From an optimization exercise on the open Yosys and OpenROAD flow, aimed at small area; shortcuts taken in it are not production practice. In this exercise RTL edits were held to simulation tests only and were not proved equivalent to the original. No activity file was given, so power comes from the tool's default toggle rates.

## job 6056
==> flow/design.v (excerpt) <==
module simple_gemac(
   input clk, input reset,
   output reg GMII_TX_EN, output reg GMII_TX_ER, output reg [7:0] GMII_TXD,
   input GMII_RX_DV, input GMII_RX_ER, input [7:0] GMII_RXD,
   input pause_req, input [15:0] pause_time_req, input pause_respect_en,
   input [47:0] ucast_addr, input [47:0] mcast_addr,
   input pass_ucast, input pass_mcast, input pass_bcast, input pass_pause, input pass_all,
   output [7:0] rx_data, output reg rx_valid, output rx_error, output reg rx_ack,
   input [7:0] tx_data, input tx_valid, input tx_error, output tx_ack
    );
==> flow/config.mk <==
export PLATFORM = sky130hd
export DESIGN_NAME = simple_gemac
export DESIGN_NICKNAME = simple_gemac
export VERILOG_FILES = /design/flow/design.v
export SDC_FILE = /design/flow/constraint.sdc
export NUM_CORES = 4
export LEC_CHECK = 0
export CAP_MARGIN = 20
export CORE_MARGIN = 2
export CORE_UTILIZATION = 70
export PLACE_DENSITY = 0.8
export SLEW_MARGIN = 20
==> flow/constraint.sdc <==
create_clock -name core_clock -period 8.0 [get_ports {clk}]
set_input_delay 1.6000 -clock core_clock [delete_from_list [all_inputs] [get_ports {clk}]]
set_output_delay 1.6000 -clock core_clock [all_outputs]
set_load 0.01 [all_outputs]
standard.sh (not shown) runs the stock make flow with config.mk's settings and CLKGATE_MAP_FILE= SYNTH_SCRIPT=/design/flow/synth_recipe.tcl, a recipe that flattens the netlist after the stock synthesis.
==> flow/flow/run.sh <==
#!/bin/bash
# Own layout flow: the standard flow, with
#  - the combinational logic of the standard synthesis re-mapped by ABC for area
#    (registers kept exactly as the standard synthesis made them): ABC runs with
#    several seeds from two starting netlists, keeping the smallest,
#  - small port buffers (every port still gets its own buffer),
#  - a clock tree of clkbuf_8 clusters and no dummy loads.
set -euo pipefail
cd "$(dirname "$0")/.."
W=$PWD
R=$W/orfs/results/$FLOW_PLATFORM/simple_gemac/base

export BUFFER_PORTS_ARGS="-buffer_cell sky130_fd_sc_hd__buf_1"
export CTS_ARGS="-sink_clustering_enable -repair_clock_nets -buf_list sky130_fd_sc_hd__clkbuf_8 -root_buf sky130_fd_sc_hd__clkbuf_8 -dont_use_dummy_load -sink_clustering_size 18 -sink_clustering_max_diameter 70"

# standard synthesis, and a second one with ABC's area script as another starting point
bash standard.sh synth > $W/flow_synth.log 2>&1
sed -e "s#WORK_HOME=[^ ]*#WORK_HOME=$W/orfs_alt#" -e "s#^make #make ABC_AREA=1 #" standard.sh > $W/standard_alt.sh
bash $W/standard_alt.sh synth > $W/flow_synth_alt.log 2>&1 || true
RA=$W/orfs_alt/results/$FLOW_PLATFORM/simple_gemac/base

cp $R/1_2_yosys.v $W/1_2_yosys.standard.v
flops() { grep -E '^\s*sky130_fd_sc_hd__(df|edf|sdf|dl)' "$1" | awk '{print $1, $2}' | sort; }
flops $W/1_2_yosys.standard.v > $W/flops.standard.txt

mkdir -p $W/resynth
# ABC scripts: deep synthesis with several random seeds, then area mapping
for seed in 0 1 2 3 4 5; do
  printf 'strash\n&get -n\n&syn4\n&deepsyn -S %d -T 60\n&dch -f\n&nf -R 1000\n&put\n' $seed > $W/resynth/s$seed.abc
done
jobs=()
for start in $W/1_2_yosys.standard.v $RA/1_2_yosys.v; do
  [ -f $start ] || continue
  for seed in 0 1 2 3 4 5; do
    jobs+=("$start $W/resynth/s$seed.abc")
  done
done
i=0
for j in "${jobs[@]}"; do
  i=$((i+1)); set -- $j
  echo "$1 $W/resynth/c$i.v $2 $W/resynth/c$i.log"
done > $W/resynth/jobs.txt
xargs -P ${NUM_CORES:-4} -L 1 bash flow/resynth.ys.sh < $W/resynth/jobs.txt || true

best=$W/1_2_yosys.standard.v
bestarea=1e12
bestarea=${bestarea:-1e12}
for c in $W/resynth/c*.v; do
  [ -f $c ] || continue
  flops $c > ${c%.v}.flops
  if ! cmp -s ${c%.v}.flops $W/flops.standard.txt; then echo "$c: registers differ, skipped"; continue; fi
  a=$(grep -E "Chip area" ${c%.v}.log | tail -1 | awk "{print \$NF}" || true)
  [ -n "$a" ] || continue
  echo "$c: $a"
  if awk -v a="$a" -v b="$bestarea" 'BEGIN{exit !(a<b)}'; then best=$c; bestarea=$a; fi
done > $W/flow_resynth_pick.log
echo "picked $best $bestarea" >> $W/flow_resynth_pick.log

cp $best $R/1_2_yosys.v
touch $R/1_2_yosys.v
bash standard.sh finish > $W/flow_finish.log 2>&1
Other scripts of this flow, unchanged in this note and not shown: flow/flow/resynth.ys.sh
Input changes introduced in job 364 (baseline for comparison: job 6056):
- GPL_TIMING_DRIVEN: unset -> 0
==> notes.md <==
- Going from job 6056 to job 364, post-cts sizing count ~0 delta, internal cell power shows no meaningful change, final wirelength down 660 um.
- Summary of job 364 over job 6056: largest net degree at the start of global routing barely changed, clock edge transition at the registers on the reported setup and hold paths barely changed.
- Job 364 vs job 6056: total of plain and repair buffers excluding clock buffers down slightly

========
Another version of the RTL of simple_gemac (not shown whole).
For scale: about 1000 cells after synthesis, ~160 I/O pins, roughly 10000 um2 of cells after synthesis.
## simple_gemac
module simple_gemac(
   input clk, input reset,
   output reg GMII_TX_EN, output reg GMII_TX_ER, output reg [7:0] GMII_TXD,
   input GMII_RX_DV, input GMII_RX_ER, input [7:0] GMII_RXD,
   input pause_req, input [15:0] pause_time_req, input pause_respect_en,
   input [47:0] ucast_addr, input [47:0] mcast_addr,
   input pass_ucast, input pass_mcast, input pass_bcast, input pass_pause, input pass_all,
   output [7:0] rx_data, output reg rx_valid, output rx_error, output reg rx_ack,
   input [7:0] tx_data, input tx_valid, input tx_error, output tx_ack
    );
   reg rst, rst_int;
   always @(posedge clk or posedge reset)
     if(reset)
       {rst,rst_int} <= 2'b11;
     else
       {rst,rst_int} <= {rst_int,1'b0};
   localparam RX_IDLE 		  = 5'd0;
   localparam RX_PREAMBLE 	  = 5'd1;
   localparam RX_FRAME 		  = 5'd2;
   localparam RX_GOODFRAME 	  = 5'd3;
   localparam RX_DO_PAUSE 	  = 5'd4;
   localparam RX_ERROR 		  = 5'd5;
   localparam RX_DROP 		  = 5'd6;
   localparam RX_PAUSE 		  = 5'd16;
   localparam RX_PAUSE_CHK88 	  = 5'd21;
   localparam RX_PAUSE_CHK08 	  = 5'd22;
   localparam RX_PAUSE_CHK00 	  = 5'd23;
   localparam RX_PAUSE_CHK01 	  = 5'd24;
   localparam RX_PAUSE_STORE_MSB  = 5'd25;
   localparam RX_PAUSE_STORE_LSB  = 5'd26;
   localparam RX_PAUSE_WAIT_CRC   = 5'd27;
   reg [7:0] rxd_d1;
   reg 	     rx_dv_d1, rx_er_d1;
   always @(posedge clk)
     begin
	rx_dv_d1 <= GMII_RX_DV;
	rx_er_d1 <= GMII_RX_ER;
	rxd_d1 	 <= GMII_RXD;
     end
   reg [7:0] rx_dl0, rx_dl1, rx_dl2, rx_dl3, rx_dl4, rx_dl5, rx_dl6;
   always @(posedge clk)
     begin
	rx_dl0 <= rxd_d1;
	rx_dl1 <= rx_dl0;
	rx_dl2 <= rx_dl1;
	rx_dl3 <= rx_dl2;
	rx_dl4 <= rx_dl3;
	rx_dl5 <= rx_dl4;
	rx_dl6 <= rx_dl5;
     end
   assign rx_data = rx_dl6;
   reg [4:0] rx_state;
   wire rx_idle = (rx_state == RX_IDLE);
   assign rx_error = (rx_state == RX_ERROR);
   wire rx_calc = (rx_state == RX_FRAME) | rx_state[4];
   reg go_filt;
   always @(posedge clk)
     go_filt <= (rx_state == RX_PREAMBLE) & (rxd_d1 == 8'hD5);
   reg [2:0] af_pos;      
   reg af_u, af_m, af_b, af_p;
   always @(posedge clk)
     if(rst)
       af_pos <= 3'd0;
     else if(go_filt)
       af_pos <= 3'd1;
  ...
==> flow/config.mk <==
export PLATFORM = sky130hd
export DESIGN_NAME = simple_gemac
export DESIGN_NICKNAME = simple_gemac
export VERILOG_FILES = /design/flow/design.v
export SDC_FILE = /design/flow/constraint.sdc
export NUM_CORES = 4
export LEC_CHECK = 0
export CAP_MARGIN = 20
export CORE_MARGIN = 2
export CORE_UTILIZATION = 70
export PLACE_DENSITY = 0.8
export SLEW_MARGIN = 20
==> flow/constraint.sdc <==
create_clock -name core_clock -period 8.0 [get_ports {clk}]
set_input_delay 1.6000 -clock core_clock [delete_from_list [all_inputs] [get_ports {clk}]]
set_output_delay 1.6000 -clock core_clock [all_outputs]
set_load 0.01 [all_outputs]
==> flow/flow/run.sh <==
#!/bin/bash
# Own layout flow: the standard flow, with
#  - the combinational logic of the standard synthesis re-mapped by ABC for area
#    (registers kept exactly as the standard synthesis made them): a few ABC runs
#    from two starting netlists, keeping the smallest,
#  - small port buffers (every port still gets its own buffer),
#  - a clock tree of clkbuf_8 clusters and no dummy loads.
set -euo pipefail
cd "$(dirname "$0")/.."
W=$PWD
R=$W/orfs/results/$FLOW_PLATFORM/simple_gemac/base

export BUFFER_PORTS_ARGS="-buffer_cell sky130_fd_sc_hd__buf_1"
export CTS_ARGS="-sink_clustering_enable -repair_clock_nets -buf_list sky130_fd_sc_hd__clkbuf_8 -root_buf sky130_fd_sc_hd__clkbuf_8 -dont_use_dummy_load -sink_clustering_size 18 -sink_clustering_max_diameter 70"

# standard synthesis, and a second one with ABC's area script as another starting point
bash standard.sh synth > $W/flow_synth.log 2>&1
sed -e "s#WORK_HOME=[^ ]*#WORK_HOME=$W/orfs_alt#" -e "s#^make #make ABC_AREA=1 #" standard.sh > $W/standard_alt.sh
bash $W/standard_alt.sh synth > $W/flow_synth_alt.log 2>&1 || true
RA=$W/orfs_alt/results/$FLOW_PLATFORM/simple_gemac/base

cp $R/1_2_yosys.v $W/1_2_yosys.standard.v
flops() { grep -E '^\s*sky130_fd_sc_hd__(df|edf|sdf|dl)' "$1" | awk '{print $1, $2}' | sort; }
flops $W/1_2_yosys.standard.v > $W/flops.standard.txt

mkdir -p $W/resynth
i=0
for start in $W/1_2_yosys.standard.v $RA/1_2_yosys.v; do
  [ -f $start ] || continue
  for scr in $W/flow/deepsyn_a.abc $W/flow/deepsyn_b.abc; do
    i=$((i+1))
    bash flow/resynth.ys.sh $start $W/resynth/c$i.v $scr $W/resynth/c$i.log &
  done
done
wait || true

best=$W/1_2_yosys.standard.v
bestarea=1e12
bestarea=${bestarea:-1e12}
for c in $W/resynth/c*.v; do
  [ -f $c ] || continue
  flops $c > ${c%.v}.flops
  if ! cmp -s ${c%.v}.flops $W/flops.standard.txt; then echo "$c: registers differ, skipped"; continue; fi
  a=$(grep -E "Chip area" ${c%.v}.log | tail -1 | awk "{print \$NF}" || true)
  [ -n "$a" ] || continue
  echo "$c: $a"
  if awk -v a="$a" -v b="$bestarea" 'BEGIN{exit !(a<b)}'; then best=$c; bestarea=$a; fi
done > $W/flow_resynth_pick.log
echo "picked $best $bestarea" >> $W/flow_resynth_pick.log

cp $best $R/1_2_yosys.v
touch $R/1_2_yosys.v
bash standard.sh finish > $W/flow_finish.log 2>&1
==> flow/flow/deepsyn_a.abc <==
strash
&get -n
&deepsyn -T 60
&dch -f
&nf -R 1000
&put
==> flow/flow/deepsyn_b.abc <==
strash
&get -n
&syn4
&deepsyn -T 60
&dch -f
&nf -R 1000
&put
Other scripts of this flow, unchanged in this note and not shown: flow/flow/resynth.ys.sh
The first run produced a clean layout.
Then changed:
==> flow/flow/run.sh (replaced) <==
#!/bin/bash
# Own layout flow: the standard flow, with
#  - the combinational logic of the standard synthesis re-mapped by ABC for area
#    (registers kept exactly as the standard synthesis made them),
#  - small port buffers (every port still gets its own buffer),
#  - a clock tree of smaller buffers and no dummy loads.
set -euo pipefail
cd "$(dirname "$0")/.."
W=$PWD
R=$W/orfs/results/$FLOW_PLATFORM/simple_gemac/base

export BUFFER_PORTS_ARGS="-buffer_cell sky130_fd_sc_hd__buf_1"
export CTS_ARGS="-sink_clustering_enable -repair_clock_nets -buf_list sky130_fd_sc_hd__clkbuf_8 -root_buf sky130_fd_sc_hd__clkbuf_8 -dont_use_dummy_load -sink_clustering_size 20 -sink_clustering_max_diameter 50"

bash standard.sh synth > $W/flow_synth.log 2>&1
cp $R/1_2_yosys.v $W/1_2_yosys.standard.v
bash flow/resynth.ys.sh $W/1_2_yosys.standard.v $W/1_2_yosys.resynth.v $W/flow/area.abc $W/flow_resynth.log
cp $W/1_2_yosys.resynth.v $R/1_2_yosys.v
touch $R/1_2_yosys.v
bash standard.sh finish > $W/flow_finish.log 2>&1
==> flow/flow/area.abc (new file) <==
strash
&get -n
&deepsyn -T 60
&dch -f
&nf -R 1000
&put
removed: flow/flow/deepsyn_a.abc
removed: flow/flow/deepsyn_b.abc
Effect:
- The changed run produced a clean layout
- die area rises by 0.97%
- setup slack got worse by 0.090 ns
- routed wire length rises by 17%
- global-route usage rises by 5.2 points
- clock-buffer cell count rises by 4
- synthesized area rises by 1.0%
- sequential share of layout area falls by 0.48 points
- via count rises by 8.1%
- non-clock buffer count falls by 3

[static timing again, ports no longer ideal]
Ports are ideal in the flow. The routed layouts listed here were re-timed in OpenROAD.
Step 1 assumes that a clkbuf_16 drives the clock port and a buf_2 every other input.
Step 2 moves the port delays by t, midway between the first and last clock arrival at a register: inputs arrive t later, outputs are due t later. That takes back most of the time a late clock gives input paths.
a / b / c = ideal ports / drivers / drivers and shift; a / b = the first two.
| run | shift t [ns] | setup slack, ns | pins driven straight from the clock port |
|---|---|---|---|
| job 6056 | 0.542 | 4.513 / 4.513 / 4.513 | 1 |
| job 364 | 0.544 | 4.163 / 4.163 / 4.163 | 1 |
| the first run of note 2 | 0.556 | 4.102 / 4.102 / 4.102 | 1 |
| the second run of note 2 | 0.558 | 4.012 / 4.012 / 4.012 | 1 |
After both steps setup and hold are still met in every run listed.
